Background: an optimization exercise with open tools, aiming at small area, a short achievable clock period and few clock cycles. Do not read the settings as production practice. In this exercise RTL edits were held to simulation tests only and were not proved equivalent to the original. Power figures rest on the tool's default switching activity, not on a simulated workload.

## before
// rv32
module rv32 (clk,clrn,pc,inst,m_addr,d_f_mem,d_t_mem,write,
                                 io_rdn,io_wrn,rvram,wvram,read);
    input         clk, clrn;                                  
    input  [31:0] inst;                                       
    input  [31:0] d_f_mem;                                    
    output [31:0] pc;                                         
    output [31:0] m_addr;                                     
    output [31:0] d_t_mem;                                    
    output  [3:0] write;                                      
    output        read;                                       
    output  [3:0] wvram;                                      
    output        rvram;                                      
    output        io_wrn;                                     
    output        io_rdn;                                     
    reg    [31:0] pc;                                         
    reg    [31:0] ex_a, ex_b, ex_i;                           
    reg    [31:0] ex_c;                                       
    reg           ex_fc;
    reg     [4:0] ex_rd;
    reg           ex_wen, ex_ld, ex_st, ex_jalr, ex_csr, ex_iow;
    reg     [5:0] ex_rb;                                    
    reg           ex_fa, ex_fb;                               
    reg           ex_sub;
    reg           ex_si, ex_smp, ex_smn, ex_sbp, ex_sbn;      
    reg           ex_add, ex_slt, ex_sll, ex_sr, ex_xor, ex_or, ex_and, ex_passi, ex_link;
    reg     [2:0] ex_f3;
    reg    [31:0] m_addr, d_t_mem;                            
    reg     [3:0] write, wvram;
    reg           read, rvram, io_wrn, io_rdn;
    reg     [4:0] m_rd;
    reg           m_wen, m_ld;
    reg     [2:0] m_f3;
    reg    [31:0] m_ldv;
    always @(*) begin
        case (m_f3[1:0])
            2'b00: begin                                        
                case (m_addr[1:0])
                    2'b00: m_ldv[7:0] = d_f_mem[ 7: 0];
                    2'b01: m_ldv[7:0] = d_f_mem[15: 8];
                    2'b10: m_ldv[7:0] = d_f_mem[23:16];
  ...
Size in the first run: ~5,600 cells after synthesis, about 1,300 flip-flops, roughly 170 I/O pins, ~0.064 mm^2 of cells after synthesis.
Settings: LEC_CHECK=0, CAP_MARGIN=20, CELL_PAD_IN_SITES_DETAIL_PLACEMENT=1, CORE_MARGIN=2, CORE_UTILIZATION=35, SLEW_MARGIN=20, TNS_END_PERCENT=5; clock period 14.5 ns.
standard.sh (not shown) runs the stock make flow with config.mk's settings and CLKGATE_MAP_FILE= SYNTH_SCRIPT=/design/flow/synth_recipe.tcl, a recipe that flattens the netlist after the stock synthesis.
==> flow/flow/run.sh <==
#!/bin/bash
set -uo pipefail
M=$(cat flow/margin.txt)
MR=$(cat flow/margin_route.txt)
B="BUFFER_PORTS_ARGS=-buffer_cell sky130_fd_sc_hd__buf_4"
bash standard.sh synth > synth.log 2>&1 || exit 1
for step in floorplan place cts; do
  bash standard.sh SETUP_SLACK_MARGIN=$M "$B" $step > $step.log 2>&1 || exit 1
done
for step in route finish; do
  bash standard.sh SETUP_SLACK_MARGIN=$MR "$B" $step > $step.log 2>&1 || exit 1
done
==> flow/flow/margin.txt <==
10.2
==> flow/flow/margin_route.txt <==
9.7
before completed every stage of the flow, and the final layout passed the timing, design-rule and antenna checks.
Testbench counts of before, summed over its fixed seeds: cycles 44,528.
Setup changes, before to after
--- a/flow/design.v
+++ b/flow/design.v
@@ -26,14 +26,17 @@
     reg     [2:0] ex_f3;
     reg    [31:0] m_addr, d_t_mem;                            
     reg     [3:0] write, wvram;
     reg           read, rvram, io_wrn, io_rdn;
     reg     [4:0] m_rd;
     reg           m_wen, m_ld;
     reg     [2:0] m_f3;
+    reg    [31:0] w_val;                                      
+    reg     [4:0] w_rd;
+    reg           w_wen;
     reg    [31:0] m_ldv;
     always @(*) begin
         case (m_f3[1:0])
             2'b00: begin                                        
                 case (m_addr[1:0])
                     2'b00: m_ldv[7:0] = d_f_mem[ 7: 0];
                     2'b01: m_ldv[7:0] = d_f_mem[15: 8];
@@ -48,15 +51,15 @@
             end
             default: m_ldv = d_f_mem;                           
         endcase
     end
     wire   [31:0] m_val = m_ld ? m_ldv : m_addr;
     reg    [31:0] regfile [1:31];
     always @ (posedge clk) begin
-        if (m_wen) regfile[m_rd] <= m_val;
+        if (w_wen) regfile[w_rd] <= w_val;
     end
     wire    [6:0] opcode = inst[6:0];
     wire    [2:0] func3  = inst[14:12];
     wire    [4:0] rd     = inst[11:7];
     wire    [4:0] rs     = inst[19:15];
     wire    [4:0] rt     = inst[24:20];
     wire          sign   = inst[31];
@@ -86,16 +89,16 @@
         rf_a = 32'd0;
         rf_b = 32'd0;
         for (k = 1; k < 32; k = k + 1) begin
             rf_a = rf_a | ({32{rs == k}} & regfile[k]);
             rf_b = rf_b | ({32{rt == k}} & regfile[k]);
         end
     end
-    wire   [31:0] fd_a = (m_wen && (m_rd == rs)) ? m_val : rf_a;
-    wire   [31:0] fd_b = (m_wen && (m_rd == rt)) ? m_val : rf_b;
+    wire   [31:0] fd_a = (m_wen && (m_rd == rs)) ? m_val : (w_wen && (w_rd == rs)) ? w_val : rf_a;
+    wire   [31:0] fd_b = (m_wen && (m_rd == rt)) ? m_val : (w_wen && (w_rd == rt)) ? w_val : rf_b;
     wire hz1 = d_use1 & ex_ld & ex_wen & (ex_rd == rs);
     wire hz2 = d_use2 & ex_ld & ex_wen & (ex_rd == rt);
     wire stall = hz1 | hz2;
     wire   [14:0] lo_b     = {1'b0, pc[13:0]} + {1'b0, broffset[13:0]};
     wire   [14:0] lo_j     = {1'b0, pc[13:0]} + {1'b0, jaloffset[13:0]};
     wire          dz_b     = (lo_b[14] == sign);
     wire          dz_j     = lo_j[14] ? (&{inst[31], inst[19:14]}) : ~(|{inst[31], inst[19:14]});
@@ -157,14 +160,15 @@
         if (!clrn) begin
             pc      <= 0;
             ex_wen  <= 0; ex_ld <= 0; ex_st <= 0; ex_rb <= 0; ex_jalr <= 0;
             ex_csr  <= 0; ex_iow <= 0;
             write   <= 0; wvram <= 0; read <= 0; rvram <= 0;
             io_wrn  <= 1; io_rdn <= 1;
             m_wen   <= 0; m_ld <= 0;
+            w_wen   <= 0;
         end else begin
             if (ex_redirect)      pc <= ex_tgt;
             else if (stall)       pc <= pc;
             else if (fd_jump)     pc <= {pc[31:14], fd_tgt};
             else                  pc <= pc4;
             ex_wen  <= fd_go & d_wr;
             ex_ld   <= fd_go & d_rdm;
@@ -183,14 +187,15 @@
             wvram   <= {4{ex_st &  vr_space}} & be;
             read    <= ex_ld & ~ex_csr & ~vr_space;
             rvram   <= ex_ld & ~ex_csr &  vr_space;
             io_rdn  <= ~(ex_csr & ex_wen);
             io_wrn  <= ~ex_iow;
             m_wen   <= ex_wen;
             m_ld    <= ex_ld;
+            w_wen   <= m_wen;
         end
     end
     always @ (posedge clk) begin
         ex_a      <= (d_auipc | d_jal | d_br) ? pc : fd_a;
         ex_c      <= fd_a;
         ex_fc     <= d_br & (rs != 5'd0) & ex_wen & (ex_rd == rs);
         ex_b      <= (d_jal | d_jalr) ? pc4 : fd_b;
@@ -219,9 +224,11 @@
         ex_and    <= d_alu & (func3 == 3'b111);
         ex_passi  <= d_lui | d_csr;
         ex_link   <= d_jal | d_jalr;
         m_addr    <= res;
         d_t_mem   <= ex_csr ? fa : st_data;
         m_rd      <= ex_rd;
         m_f3      <= ex_f3;
+        w_val     <= m_val;
+        w_rd      <= m_rd;
     end
 endmodule
### Flow results
after against before: starting density of the core closely matched the old numbers; non-clock buffer count decreased by 59 relative to the old numbers. The lower power of after and before is in after. A standard cell with the maximum stage delay on the critical path of sky130_fd_sc_hd__nor3_4 is what before shows, while sky130_fd_sc_hd__a31oi_1 belongs to after. after vs before, instance count: after higher. after vs. before: wire length of the first global-routing pass roughly the same, sequential share of layout area roughly the same, total half-perimeter wirelength after legalization and detailed placement lower, final critical-path setup slack lower, die outline area higher. In after the register-to-register slack turned out 0.12 ns lower than in before. Total wire length after detailed routing came out lower on after than on before. Largest net degree at the start of global routing came out higher on after than on before.
Testbench counts of after, summed over its fixed seeds: cycles 44,528.

## static timing again, ports no longer ideal
The results above use ideal ports. As a check the final layouts listed here were re-extracted and re-timed, cells and wires unchanged.
Step 1 assumes that a clkbuf_16 drives the clock port and a buf_2 every other input.
Step 2 also shifts input and output timing later by t, the mid clock arrival at the registers, as if the neighbouring blocks saw the same clock.
Three values: ideal ports, drivers, drivers and shift; two values: the first two.
run	shift t [ns]	setup WS [ns]	pins driven straight from the clock port
before	0.912	9.668 / 9.726 / 8.814	1
after	0.899	9.371 / 9.404 / 8.505	1
After both steps setup and hold are still met in every run listed. The setup slack of after, which loses most, moves by +0.033 ns with the drivers and by -0.866 ns with both steps.
